Context: an optimization exercise on an open-source flow, tuned for small area, a short achievable clock period and few clock cycles per item. The choices shown serve that exercise and are no tape-out recipe.
For this run, only the layout was checked, not whether the RTL still works.
Power figures rest on the tool's default switching activity, not on a simulated workload.

`design/flow/design.v`:
```
module Share_1_A1(
	input wire [3:0] data_in,
	output wire [3:0] data_out
);
assign data_out[3] = 1'b1 ^ data_in[3] ^ data_in[1];
assign data_out[2] = 1'b1 ^ data_in[2];
assign data_out[1] = data_in[1] ^ data_in[0];
assign data_out[0] = data_in[1];
endmodule 
module Affine_1(
	input wire [3:0] x1,	 
	input wire [3:0] x2,
	input wire [3:0] x3,
	output wire [3:0] y1,	 
	output wire [3:0] y2, 
	output wire [3:0] y3 
);
Share_1_A1 i_share_1_A1 (x1, y1);
Share_1_A1 i_share_2_A1 (x2, y2);
Share_1_A1 i_share_3_A1 (x3, y3);
endmodule 
module Share_1_A2(
	input wire [3:0] data_in,
	output wire [3:0] data_out
);
assign data_out[3]   = data_in[3] ^ data_in[1] ^ data_in[0];
assign data_out[2] = 1'b1 ^ data_in[3] ^ data_in[1];
assign data_out[1] = 1'b1 ^ data_in[2] ^ data_in[1] ^ data_in[0];
assign data_out[0] = data_in[3] ^ data_in[2] ^ data_in[1] ^ data_in[0];
endmodule 
module Affine_2(
	input wire [3:0] x1,	 
	input wire [3:0] x2,
	input wire [3:0] x3,
	output wire [3:0] y1,	 
	output wire [3:0] y2,
	output wire [3:0] y3
);
Share_1_A2 i_share_1_A2 (x1, y1);
Share_1_A2 i_share_2_A2 (x2, y2);
Share_1_A2 i_share_3_A2 (x3, y3);
endmodule 
module Share_1_A3(
	input wire [3:0] data_in,
	output wire [3:0] data_out
);
assign data_out[3]   = data_in[0];
assign data_out[2] = data_in[1];
assign data_out[1] = data_in[2];
assign data_out[0] = data_in[3];
endmodule 
module Affine_3(
	input wire [3:0] x1,	 
	input wire [3:0] x2,
	input wire [3:0] x3,
	output wire [3:0] y1,	 
	output wire [3:0] y2,
	output wire [3:0] y3
);
Share_1_A3 i_share_1_A3 (x1, y1);
Share_1_A3 i_share_2_A3 (x2, y2);
Share_1_A3 i_share_3_A3 (x3, y3);
endmodule 
module Share_1_A4(
	input wire [3:0] data_in,
	output wire [3:0] data_out
);
assign data_out[3]   = 1'b1 ^ data_in[3] ^ data_in[2] ^ data_in[1] ^ data_in[0];
assign data_out[2] = data_in[3];
assign data_out[1] = 1'b1 ^ data_in[3] ^ data_in[1] ^ data_in[0];
assign data_out[0] = data_in[0];
endmodule 
module Affine_4(
	input wire [3:0] x1,	 
	input wire [3:0] x2,
	input wire [3:0] x3,
	output wire [3:0] y1,	 
	output wire [3:0] y2,
	output wire [3:0] y3
);
Share_1_A4 i_share_1_A4 (x1, y1);
Share_1_A4 i_share_2_A4 (x2, y2);
Share_1_A4 i_share_3_A4 (x3, y3);
endmodule 
module Share_1_A5(
	input wire [3:0] data_in,
	output wire [3:0] data_out
);
assign data_out[3] = 1'b1 ^ data_in[2];
assign data_out[2] = data_in[3] ^ data_in[1];
assign data_out[1] = 1'b1 ^ data_in[2] ^ data_in[0];
assign data_out[0] = 1'b1 ^ data_in[1] ^ data_in[0];
endmodule 
module Affine_5(
	input wire [3:0] x1,	 
	input wire [3:0] x2,
	input wire [3:0] x3,
	output wire [3:0] y1,	 
	output wire [3:0] y2,
	output wire [3:0] y3
);
Share_1_A5 i_share_1_A5 (x1, y1);
Share_1_A5 i_share_2_A5 (x2, y2);
Share_1_A5 i_share_3_A5 (x3, y3);
endmodule 
module Share_1_A6(
	input wire [3:0] data_in,
	output wire [3:0] data_out
);
assign data_out[3]   = 1'b1 ^ (data_in[3] ^ data_in[0]);
assign data_out[2] = data_in[2];
assign data_out[1] = data_in[0];
assign data_out[0] = 1'b1 ^ data_in[1];
endmodule 
module Affine_6(
	input wire [3:0] x1,	 
	input wire [3:0] x2,
	input wire [3:0] x3,
	output wire [3:0] y1,	 
	output wire [3:0] y2,
	output wire [3:0] y3
);
Share_1_A6 i_share_1_A6 (x1, y1);
Share_1_A6 i_share_2_A6 (x2, y2);
Share_1_A6 i_share_3_A6 (x3, y3);
endmodule 
module Share_1_Q294(
	input wire [3:0] data_in_i,
	input wire [3:0] data_in_i_plus_1,
	output wire [3:0] data_out
);
assign data_out[3] = data_in_i[3];
assign data_out[2] = data_in_i[2];
assign data_out[1] = data_in_i[1] ^ (data_in_i[3]&data_in_i[2]) ^ (data_in_i[3]&data_in_i_plus_1[2]) ^ (data_in_i_plus_1[3]&data_in_i[2]);
assign data_out[0] = data_in_i[0] ^ (data_in_i[3]&data_in_i[1]) ^ (data_in_i[3]&data_in_i_plus_1[1]) ^ (data_in_i_plus_1[3]&data_in_i[1]);
endmodule 
module Quadratic_294(
	input wire [3:0] x1,	 
	input wire [3:0] x2,
	input wire [3:0] x3,
	output wire [3:0] y1,	 
	output wire [3:0] y2,
	output wire [3:0] y3
);
Share_1_Q294 i_share_1_Q294 (x1, x2, y1);
Share_1_Q294 i_share_2_Q294 (x2, x3, y2);
Share_1_Q294 i_share_3_Q294 (x3, x1, y3);
endmodule 
module linear_m(
  input [63:0] data_in,
  output wire [63:0] data_out
);
assign data_out[63:60] = data_in[63:60];
assign data_out[59:56] = data_in[43:40];
assign data_out[55:52] = data_in[23:20];
assign data_out[51:48] = data_in[3:0];
assign data_out[47:44] = data_in[47:44];
assign data_out[43:40] = data_in[27:24];
assign data_out[39:36] = data_in[7:4];
assign data_out[35:32] = data_in[51:48];
assign data_out[31:28] = data_in[31:28];
assign data_out[27:24] = data_in[11:8];
assign data_out[23:20] = data_in[55:52];
assign data_out[19:16] = data_in[35:32];
assign data_out[15:12] = data_in[15:12];
assign data_out[11:8] = data_in[59:56];
assign data_out[7:4] = data_in[39:36];
assign data_out[3:0] = data_in[19:16];
endmodule
module linear_mprime(
  input [63:0] data_in,
  output wire [63:0] data_out
);
assign data_out[63] = data_in[59] ^ data_in[55] ^ data_in[51];
assign data_out[62] = data_in[62] ^ data_in[54] ^ data_in[50];
assign data_out[61] = data_in[61] ^ data_in[57] ^ data_in[49];
assign data_out[60] = data_in[60] ^ data_in[56] ^ data_in[52];
assign data_out[59] = data_in[63] ^ data_in[59] ^ data_in[55];
assign data_out[58] = data_in[58] ^ data_in[54] ^ data_in[50];
assign data_out[57] = data_in[61] ^ data_in[53] ^ data_in[49];
assign data_out[56] = data_in[60] ^ data_in[56] ^ data_in[48];
assign data_out[55] = data_in[63] ^ data_in[59] ^ data_in[51];
assign data_out[54] = data_in[62] ^ data_in[58] ^ data_in[54];
assign data_out[53] = data_in[57] ^ data_in[53] ^ data_in[49];
assign data_out[52] = data_in[60] ^ data_in[52] ^ data_in[48];
assign data_out[51] = data_in[63] ^ data_in[55] ^ data_in[51];
assign data_out[50] = data_in[62] ^ data_in[58] ^ data_in[50];
assign data_out[49] = data_in[61] ^ data_in[57] ^ data_in[53];
assign data_out[48] = data_in[56] ^ data_in[52] ^ data_in[48];
assign data_out[47] = data_in[47] ^ data_in[43] ^ data_in[39];
assign data_out[46] = data_in[42] ^ data_in[38] ^ data_in[34];
assign data_out[45] = data_in[45] ^ data_in[37] ^ data_in[33];
assign data_out[44] = data_in[44] ^ data_in[40] ^ data_in[32];
assign data_out[43] = data_in[47] ^ data_in[43] ^ data_in[35];
assign data_out[42] = data_in[46] ^ data_in[42] ^ data_in[38];
assign data_out[41] = data_in[41] ^ data_in[37] ^ data_in[33];
assign data_out[40] = data_in[44] ^ data_in[36] ^ data_in[32];
assign data_out[39] = data_in[47] ^ data_in[39] ^ data_in[35];
assign data_out[38] = data_in[46] ^ data_in[42] ^ data_in[34];
assign data_out[37] = data_in[45] ^ data_in[41] ^ data_in[37];
assign data_out[36] = data_in[40] ^ data_in[36] ^ data_in[32];
assign data_out[35] = data_in[43] ^ data_in[39] ^ data_in[35];
assign data_out[34] = data_in[46] ^ data_in[38] ^ data_in[34];
assign data_out[33] = data_in[45] ^ data_in[41] ^ data_in[33];
assign data_out[32] = data_in[44] ^ data_in[40] ^ data_in[36];
assign data_out[31] = data_in[31] ^ data_in[27] ^ data_in[23];
assign data_out[30] = data_in[26] ^ data_in[22] ^ data_in[18];
assign data_out[29] = data_in[29] ^ data_in[21] ^ data_in[17];
assign data_out[28] = data_in[28] ^ data_in[24] ^ data_in[16];
assign data_out[27] = data_in[31] ^ data_in[27] ^ data_in[19];
assign data_out[26] = data_in[30] ^ data_in[26] ^ data_in[22];
assign data_out[25] = data_in[25] ^ data_in[21] ^ data_in[17];
assign data_out[24] = data_in[28] ^ data_in[20] ^ data_in[16];
assign data_out[23] = data_in[31] ^ data_in[23] ^ data_in[19];
assign data_out[22] = data_in[30] ^ data_in[26] ^ data_in[18];
assign data_out[21] = data_in[29] ^ data_in[25] ^ data_in[21];
assign data_out[20] = data_in[24] ^ data_in[20] ^ data_in[16];
assign data_out[19] = data_in[27] ^ data_in[23] ^ data_in[19];
assign data_out[18] = data_in[30] ^ data_in[22] ^ data_in[18];
assign data_out[17] = data_in[29] ^ data_in[25] ^ data_in[17];
assign data_out[16] = data_in[28] ^ data_in[24] ^ data_in[20];
assign data_out[15] = data_in[11] ^ data_in[7] ^ data_in[3];
assign data_out[14] = data_in[14] ^ data_in[6] ^ data_in[2];
assign data_out[13] = data_in[13] ^ data_in[9] ^ data_in[1];
assign data_out[12] = data_in[12] ^ data_in[8] ^ data_in[4];
assign data_out[11] = data_in[15] ^ data_in[11] ^ data_in[7];
assign data_out[10] = data_in[10] ^ data_in[6] ^ data_in[2];
assign data_out[9] = data_in[13] ^ data_in[5] ^ data_in[1];
assign data_out[8] = data_in[12] ^ data_in[8] ^ data_in[0];
assign data_out[7] = data_in[15] ^ data_in[11] ^ data_in[3];
assign data_out[6] = data_in[14] ^ data_in[10] ^ data_in[6];
assign data_out[5] = data_in[9] ^ data_in[5] ^ data_in[1];
assign data_out[4] = data_in[12] ^ data_in[4] ^ data_in[0];
assign data_out[3] = data_in[15] ^ data_in[7] ^ data_in[3];
assign data_out[2] = data_in[14] ^ data_in[10] ^ data_in[2];
assign data_out[1] = data_in[13] ^ data_in[9] ^ data_in[5];
assign data_out[0] = data_in[8] ^ data_in[4] ^ data_in[0];
endmodule
module linear_m_inv (
  input [63:0] data_in,
  output wire [63:0] data_out
);
assign data_out[63:60] = data_in[63:60];
assign data_out[59:56] = data_in[11:8];
assign data_out[55:52] = data_in[23:20];
assign data_out[51:48] = data_in[35:32];
assign data_out[47:44] = data_in[47:44];
assign data_out[43:40] = data_in[59:56];
assign data_out[39:36] = data_in[7:4];
assign data_out[35:32] = data_in[19:16];
assign data_out[31:28] = data_in[31:28];
assign data_out[27:24] = data_in[43:40];
assign data_out[23:20] = data_in[55:52];
assign data_out[19:16] = data_in[3:0];
assign data_out[15:12] = data_in[15:12];
assign data_out[11:8] = data_in[27:24];
assign data_out[7:4] = data_in[39:36];
assign data_out[3:0] = data_in[51:48];
endmodule
module prince_core_data (
    input  wire [191:0] state   ,
    input  wire [191:0] pt      ,
    input  wire [383:0] key     ,
    input  wire [  2:0] s_i     ,  
    input  wire [  2:0] s_p0    ,  
    input  wire [  2:0] s_p1    ,  
    input  wire [  2:0] s_de    ,  
    input  wire [  2:0] s_f     ,  
    input  wire [  2:0] s_d     ,  
    input  wire [  2:0] s_ef    ,  
    input  wire [  2:0] s_o     ,  
    input  wire [ 63:0] rc      ,
    output wire [191:0] nxt     ,
    output wire [191:0] ct
);
    localparam SBOX_NUMBER = 16;
    genvar j;
    wire [191:0] k0 = {key[383:320], key[255:192], key[127:64]};
    wire [191:0] k1 = {key[319:256], key[191:128], key[63:0]};
    wire [191:0] k0_end = {{key[320],key[383:322],(key[321] ^ key[383])},
        {key[192],key[255:194],(key[193] ^ key[255])},
        {key[64],key[127:66],(key[65] ^ key[127])}};
    wire [191:0] rck1 = {128'b0, rc} ^ k1;
    wire [191:0] h, p0, p1, u1, u5, w, w_sr, t, m, m_sr, v, d, e;
    generate
        for (j = 0; j < SBOX_NUMBER; j = j + 1) begin: nib
            Quadratic_294 Q (
                .x1(state[191-4*j -: 4]), .x2(state[127-4*j -: 4]), .x3(state[63-4*j -: 4]),
                .y1(h[191-4*j -: 4]), .y2(h[127-4*j -: 4]), .y3(h[63-4*j -: 4]));
        end
        for (j = 0; j < 3*SBOX_NUMBER; j = j + 1) begin: nsh
            nib_p0 P0 (.x(h[4*j +: 4]), .y(p0[4*j +: 4]));
            nib_p1 P1 (.x(h[4*j +: 4]), .y(p1[4*j +: 4]));
            nib_u1 U1 (.x(h[4*j +: 4]), .y(u1[4*j +: 4]));
            nib_u5 U5 (.x(h[4*j +: 4]), .y(u5[4*j +: 4]));
            nib_d4 D4 (.x(v[4*j +: 4]), .y(d[4*j +: 4]));
            nib_e6 E6 (.x(m[4*j +: 4]), .y(e[4*j +: 4]));
        end
        for (j = 0; j < 3; j = j + 1) begin: sh
            linear_m_inv  SRI (.data_in(w[191-64*j -: 64]), .data_out(w_sr[191-64*j -: 64]));
            linear_mprime MP  (.data_in(t[191-64*j -: 64]), .data_out(m[191-64*j -: 64]));
            linear_m      SR  (.data_in(m[191-64*j -: 64]), .data_out(m_sr[191-64*j -: 64]));
        end
    endgenerate
    assign w  = u5 ^ rck1;
    assign ct = w ^ k0_end;
    assign t  = ({{64{s_de[2]}}, {64{s_de[1]}}, {64{s_de[0]}}} & u1) | ({{64{s_f[2]}}, {64{s_f[1]}}, {64{s_f[0]}}} & w_sr);
    assign v  = m_sr ^ ({{64{s_i[2]}}, {64{s_i[1]}}, {64{s_i[0]}}} & (pt ^ k0)) ^ rck1;
    assign nxt = ({{64{s_p0[2]}}, {64{s_p0[1]}}, {64{s_p0[0]}}} & p0) | ({{64{s_p1[2]}}, {64{s_p1[1]}}, {64{s_p1[0]}}} & p1) |
                 ({{64{s_d[2]}}, {64{s_d[1]}}, {64{s_d[0]}}} & d) | ({{64{s_ef[2]}}, {64{s_ef[1]}}, {64{s_ef[0]}}} & e) | ({{64{s_o[2]}}, {64{s_o[1]}}, {64{s_o[0]}}} & ct);
endmodule
module nib_p0 (input wire [3:0] x, output wire [3:0] y);
    assign y[3] = x[3] ^ x[0];
    assign y[2] = x[1] ^ x[0];
    assign y[1] = x[2];
    assign y[0] = x[3];
endmodule
module nib_p1 (input wire [3:0] x, output wire [3:0] y);
    assign y[3] = x[1] ^ x[0];
    assign y[2] = ~(x[1]);
    assign y[1] = x[2] ^ x[0];
    assign y[0] = ~(x[3]);
endmodule
module nib_u1 (input wire [3:0] x, output wire [3:0] y);
    assign y[3] = ~(x[3] ^ x[2] ^ x[1]);
    assign y[2] = ~(x[2]);
    assign y[1] = x[0];
    assign y[0] = x[2] ^ x[1];
endmodule
module nib_u5 (input wire [3:0] x, output wire [3:0] y);
    assign y[3] = ~(x[2]);
    assign y[2] = x[3] ^ x[2] ^ x[1];
    assign y[1] = ~(x[1] ^ x[0]);
    assign y[0] = ~(x[0]);
endmodule
module nib_d4 (input wire [3:0] x, output wire [3:0] y);
    assign y[3] = ~(x[3] ^ x[2] ^ x[1] ^ x[0]);
    assign y[2] = x[3];
    assign y[1] = x[2];
    assign y[0] = x[0];
endmodule
module nib_e6 (input wire [3:0] x, output wire [3:0] y);
    assign y[3] = ~(x[3] ^ x[0]);
    assign y[2] = x[2];
    assign y[1] = ~(x[3]);
    assign y[0] = ~(x[1]);
endmodule
module prince_top (
    input  wire         clk       ,
    input  wire         reset     ,
    input  wire         start     ,
    input  wire [191:0] plaintext ,
    input  wire [383:0] key       ,
    output reg          done      ,
    output wire [191:0] ciphertext
);
    reg  [191:0] shared_state;
    reg          busy;
    reg  [  2:0] pos;      
    reg  [ 11:0] layer;    
    reg  [  2:0] s_i, s_p0, s_p1, s_de, s_f, s_d, s_ef, s_o;
    wire [191:0] nxt;
    wire [ 63:0] rc;
    wire        last    = busy & pos[2] & layer[11];
    wire        busy_n  = busy ? ~last : start;
    wire [ 2:0] pos_n   = busy ? {pos[1:0], pos[2]} : 3'b001;
    wire [11:0] layer_n = ~busy  ? {11'b0, start} :
                          last   ? 12'b0 :
                          pos[2] ? {layer[10:0], 1'b0} : layer;
    localparam [64*12-1:0] RCS = {
        64'hC0AC29B7C97C50DD, 64'hD3B5A399CA0C2399, 64'h64A51195E0E3610D,
        64'hC882D32F25323C54, 64'h85840851F1AC43AA, 64'h7EF84F78FD955CB1,
        64'h0000000000000000, 64'hBE5466CF34E90C6C, 64'h452821E638D01377,
        64'h082EFA98EC4E6C89, 64'hA4093822299F31D0, 64'h13198A2E03707344};
    reg  [63:0] rc_r;
    wire [63:0] rc_n;
    genvar b, l;
    generate
        for (b = 0; b < 64; b = b + 1) begin: rcb
            wire [11:0] sel;
            for (l = 0; l < 12; l = l + 1) begin: rcl
                assign sel[l] = RCS[64*l + b] & layer_n[l];
            end
            assign rc_n[b] = |sel;
        end
    endgenerate
    assign rc = rc_r;
    prince_core_data d_prince_core (
        .state(shared_state),
        .pt   (plaintext   ),
        .key  (key         ),
        .s_i  (s_i         ),
        .s_p0 (s_p0        ),
        .s_p1 (s_p1        ),
        .s_de (s_de        ),
        .s_f  (s_f         ),
        .s_d  (s_d         ),
        .s_ef (s_ef        ),
        .s_o  (s_o         ),
        .rc   (rc          ),
        .nxt  (nxt         ),
        .ct   (            )
    );
    assign ciphertext = shared_state;
    always @(posedge clk) begin
        shared_state <= nxt;
    end
    always @(posedge clk) begin
        if (reset) begin
            busy  <= 1'b0;
            done  <= 1'b0;
            pos   <= 3'b001;
            layer <= 12'b0;
            s_i   <= 3'b111;
            s_p0  <= 3'b000;
            s_p1  <= 3'b000;
            s_de  <= 3'b000;
            s_f   <= 3'b000;
            s_d   <= 3'b111;
            s_ef  <= 3'b000;
            s_o   <= 3'b000;
            rc_r  <= 64'b0;
        end else begin
            busy  <= busy_n;
            done  <= last;
            pos   <= pos_n;
            layer <= layer_n;
            s_i   <= {~busy_n, ~(|layer_n), ~busy_n & pos_n[0]};
            s_p0  <= {busy_n & pos_n[0], (|layer_n) & pos_n[0], busy_n & ~pos_n[1] & ~pos_n[2]};
            s_p1  <= {busy_n & pos_n[1], (|layer_n) & pos_n[1], busy_n & ~pos_n[0] & ~pos_n[2]};
            s_de  <= {busy_n & pos_n[2] & (|layer_n[5:0]), pos_n[2] & (|layer_n[5:0]),
                      busy_n & pos_n[2] & ~(|layer_n[11:6])};
            s_f   <= {busy_n & pos_n[2] & (|layer_n[11:6]), pos_n[2] & (|layer_n[11:6]),
                      busy_n & pos_n[2] & ~(|layer_n[5:0])};
            s_d   <= {~busy_n | (pos_n[2] & (|layer_n[4:0])), ~(|layer_n) | (pos_n[2] & (|layer_n[4:0])),
                      ~busy_n | (~pos_n[0] & ~pos_n[1] & (|layer_n[4:0]))};
            s_ef  <= {busy_n & pos_n[2] & (|layer_n[10:5]), pos_n[2] & (|layer_n[10:5]),
                      busy_n & ~pos_n[0] & ~pos_n[1] & (|layer_n[10:5])};
            s_o   <= {busy_n & pos_n[2] & layer_n[11], pos_n[2] & layer_n[11],
                      busy_n & ~pos_n[0] & ~pos_n[1] & layer_n[11]};
            rc_r  <= rc_n;
        end
    end
endmodule
```
`design/flow/flow/run.sh`:
```
#!/bin/bash
# Standard ORFS layout with two changes:
#  - synthesis maps the logic with flow/area.abc, an area-oriented ABC script,
#    in place of ORFS's speed script (everything else in the standard
#    synthesis, synth_recipe.tcl, is unchanged, so the registers are the same);
#  - the port buffers that buffer_ports inserts are the smallest plain buffer
#    (repair may still resize them).
set -euo pipefail
work=$(pwd)
{
  echo "proc abc {args} {"
  echo "  set i [lsearch -exact \$args -script]"
  echo "  if {\$i >= 0} { lset args [expr {\$i + 1}] $work/flow/area.abc }"
  echo "  yosys abc {*}\$args"
  echo "}"
  cat synth_recipe.tcl
} > own_synth.tcl
export BUFFER_PORTS_ARGS="-buffer_cell sky130_fd_sc_hd__buf_1"
bash standard.sh SYNTH_SCRIPT="$work/own_synth.tcl" finish > standard_flow.log 2>&1
```
`design/flow/flow/area.abc`:
```
&get -n
&st
&dch -f
&nf -R 1000
&put
```
`design/flow/standard.sh`:
```
#!/bin/bash
# synth_recipe.tcl (not shown) runs the flow's synth.tcl, then flattens the netlist and writes it again
# the make line also repeats each setting of config.mk as NAME=value (left out here)
make -C /OpenROAD-flow-scripts/flow DESIGN_CONFIG=/design/flow/config.mk WORK_HOME=/design/flow/orfs CLKGATE_MAP_FILE= SYNTH_SCRIPT=/design/flow/synth_recipe.tcl "${@:-finish}"
```
`design/flow/config.mk`:
```
export PLATFORM = sky130hd
export DESIGN_NAME = prince_top
export DESIGN_NICKNAME = prince_top
export VERILOG_FILES = /design/flow/design.v
export SDC_FILE = /design/flow/constraint.sdc
export NUM_CORES = 4
export LEC_CHECK = 0
export CAP_MARGIN = 20
export CORE_MARGIN = 2
export CORE_UTILIZATION = 55
export SETUP_SLACK_MARGIN = 3.0
export SLEW_MARGIN = 20
```
`design/flow/constraint.sdc`:
```
create_clock -name core_clock -period 6.5 [get_ports {clk}]
set_input_delay 1.3000 -clock core_clock [delete_from_list [all_inputs] [get_ports {clk}]]
set_output_delay 1.3000 -clock core_clock [all_outputs]
set_load 0.01 [all_outputs]
```
==> summary.txt <==
count of state elements after synthesis 272; First-pass DRT Iterations 13; number of I/O pins 772; CTS tree built; share of post-route cells with drive strength above 1 0.2043; Setup Viol. Count Final 0; detailed router's first-iteration violation count 6622; number of vias per cell after detailed routing 6.446; nets in the synthesized netlist 4508; share of Yosys cell area claimed by the top area cell type 0.3142; via count of the first global-routing pass 33.70k; min cycle time layout 3609 ps; DP Wirelength 125700 µm; global router's overall resource usage 0.5144; DIE WIDTH 245.9 µm; global route total overflow 0; Final Skew 27.77 ps; worst slew margin relative to its limit 0.2640; number of hold buffers added after cts 0; Residual DRC 0; final routed wirelength across all metal layers 169500 µm; clock sink total 272; ranking of synthesized cells by area sky130_fd_sc_hd__xnor2_1 31%, sky130_fd_sc_hd__xor2_1 21%, sky130_fd_sc_hd__dfxtp_1 17%, sky130_fd_sc_hd__nand2_1 7.1%, sky130_fd_sc_hd__a222oi_1 3.4%; clock latency reported for the late side of the worst-skew pair 600 ps; Most used DFF post-synth sky130_fd_sc_hd__dfxtp_1; sequential share of the synthesized area 0.1691; chain of cells forming the critical path ha_4 > xnor2_1 > xnor2_1 > buf_4 > xnor2_4 > xnor2_4 > o21ai_4 > xor2_4 > xnor2_4 > xnor2_2 > xnor2_1 > xor2_1 > xnor2_1 > a222oi_1 > nand3_1; number of library cell types mapped by synthesis 39; maximum fanout along the worst path 8; std cell rows 88; maximum resistive drop on vdd 0.5515 mV; endpoint kind of the worst setup timing path flip-flop; worst min-delay path class reg -> reg; maximum achievable frequency 0.2771 GHz; vias after detailed routing 37.17k; library cell with the highest instance count after synthesis sky130_fd_sc_hd__xnor2_1; number of hold violations in the final report 0; type of the worst setup path reg -> reg; Post-Route Hold Slack 446.5 ps; deepest clock path buffer count 3; overall die area 0.06049 mm²; CTS H-tree depth 2; accumulated negative setup slack 0 ps; proportion of register bits with asynchronous set or reset after synthesis 0; delay of the slowest critical-path stage 410 ps; sort of element at the start of the critical path flip-flop; post-route cell area 0.04431 mm²; global placement routability congestion 1.080; Critical-path top delay cell sky130_fd_sc_hd__dfxtp_4; cell accounting for the most synthesized area sky130_fd_sc_hd__xnor2_1; core outline area 0.05781 mm²; cell area reported after detailed placement 0.03642 mm²; number of buffers added by the clock tree synthesis step 38; vertical die dimension 245.9 µm; post-synthesis instance area 0.03220 mm²; result of the run timing/DRC/antenna clean; count of buffer and inverter cells on the critical path 1; critical path's most frequent cell sky130_fd_sc_hd__xnor2_1; pin count of the biggest net entering global routing 65; final period utilization 0.5552; family with the most delay on the worst path XOR/XNOR gates; non-filler instance count after layout 5766; leading cell types by count after synthesis 1155 x sky130_fd_sc_hd__xnor2_1, 790 x sky130_fd_sc_hd__xor2_1, 613 x sky130_fd_sc_hd__nand2_1; detailed-route wire length per cell 29.39 µm; EDFF count, synth 0; RSZ-0062 raised after global routing true; required time of the critical path 6960 ps; number of nets with antenna violations after detailed routing 0; mean post-synth cell area 8.296 µm²; area growth from synthesis to layout 37.61%; fillcell total 4288; IO Port Bufs 771; YS warnings 1; slew at the pin closest to its max-slew limit 1097 ps; static power due to leakage 16.52 nW; clock slew at reported path FFs 60 ps; effective utilization at floorplan 0.5570; total count of max-transition violations in the final report 0; Clock Root Buffer sky130_fd_sc_hd__clkbuf_16; Final #Nets 5591; first-pass GRT wire length 228400 µm; number of max-cap violations 0; # placed instances 5456; Post-Syn Instances 3881; total power density per cell area 724.8 mW/mm²; initial antenna violation count 12; WP data arrival 4060 ps
[placed cells by master (no fill, tap or decap), drive strengths merged, types with 5 or more instances in the layout]
cell,n
buf,1042
nor2b,16
inv,5
nand3,62
a22oi,110
nand2,613
xnor2,1155
nand4,11
mux2i,31
dfxtp,272
a31oi,11
clkinvlp,6
o211ai,71
a22o,53
nor2,90
nor3,10
ha,48
nand3b,7
xor2,790
o21ai,148
mux2,14
and3,9
clkinv,24
diode,9
clkbuf,52
a2bb2oi,47
a221oi,42
a222oi,108
a21oi,114
[cell type report]
| cell class | instances | area, µm² | area share |
|---|---|---|---|
| well taps | 765 | 957.2 | 0.02160 |
| repair buffers | 1043 | 4985 | 0.1125 |
| clock buffers | 51 | 1061 | 0.02395 |
| clock inverters | 17 | 209.0 | 0.004716 |
| inverters | 22 | 88.84 | 0.002005 |
| diodes | 9 | 22.52 | 0.0005083 |
| multi-input cells | 3587 | 31150 | 0.7030 |
| flip-flops and latches | 272 | 5837 | 0.1317 |
[what timing repair did]
| action | 4_1_cts | 5_1_grt |
|---|---|---|
| buffers inserted | 58 | 175 |
| endpoints found under the setup margin | 117 | 65 |
| resized for setup | 406 | 440 |
| pin swaps | 79 | 209 |
[final timing paths]
path,endpoint,start,slack [ps],cells after the start
worst max-delay path,shared_state[11]$_DFF_P_,shared_state[58]$_DFF_P_,2890,15
worst min-delay path,s_p1[0]$_SDFF_PP0_,pos[1]$_SDFF_PP0_,450,1
worst max register to register,shared_state[11]$_DFF_P_,shared_state[58]$_DFF_P_,2890,15
worst min register to register,s_p1[0]$_SDFF_PP0_,pos[1]$_SDFF_PP0_,450,1
[sequential cells by signal, indices dropped and copies added (netlist names)]
register and flops:
shared_state 192, s_d 3, s_ef 3, done 1
s_o 3, s_p0 3, pos 3, layer 12
s_de 3, s_i 3, busy 1, s_f 3
s_p1 3, rc_r 39
[power by group]
part / leakage [nW] / internal [mW] / switching, mW
Combinational: 13.6 / 11.5 / 13.9
Clock: 0.609 / 1.31 / 0.951
Sequential: 2.31 / 2.46 / 1.95
[stage by stage]
| stage | utilization | power, mW | setup slack (ps) |
|---|---|---|---|
| floorplan | - | 16.46 | 2983 |
| global placement | 0.6301 | 21.51 | 2089 |
| detailed placement | 0.6301 | 21.53 | 2124 |
| CTS | 0.6955 | 26.38 | 2908 |
| global route | 0.7663 | 33.17 | 2719 |
| finish | 0.7665 | 32.11 | 2891 |
[cells by family (layout without fill, tap and decap cells)]
kind of cell	after synthesis	count (layout)	share of synthesized area
xor+xnor	1947	1947	0.5305
mux	45	45	0.01453
fa+ha+maj	48	48	0.01865
simple gates	832	832	0.1045
compound gates	715	715	0.1601
flops	272	272	0.1691
other cells	0	9	0
buf+inv	22	1133	0.002565
[metal layers]
metal | vias up | GRT usage | part of all wire
li1 | 15521 | - | -
met1 | 17315 | 0.6376 | 0.34
met2 | 3489 | 0.7616 | 0.42
met3 | 836 | 0.1372 | 0.15
met4 | 8 | 0.3834 | 0.091
met5 | - | 0 | 0.00029

separate check: timing with driven ports:
The flow's constraints put no driver on any port. The routed layout listed below was extracted and timed again, unchanged, in two steps.
Step 1 (the two cells are an assumption about what drives the block):
set clk [get_ports {clk}]
set_driving_cell -lib_cell sky130_fd_sc_hd__clkbuf_16 $clk
set_driving_cell -lib_cell sky130_fd_sc_hd__buf_2 [delete_from_list [all_inputs] $clk]
Step 2, shift: input delay + t, output delay - t, t = (earliest + latest rising clock arrival at the registers) / 2. This alone moves slack from input paths to output paths.
Three values: no drivers, after step 1, after step 2; two values: the first two.
shift t [ns]: 0.652
slack for setup (ns): 2.891 / 2.891 / 2.370
worst setup path after step 2: input to register
latest minus earliest clock arrival (ns): 0.028 / 0.028
After both steps setup and hold are still met in this run. The setup slack of this run moves by 0.000 ns with the drivers and by -0.521 ns with both steps.
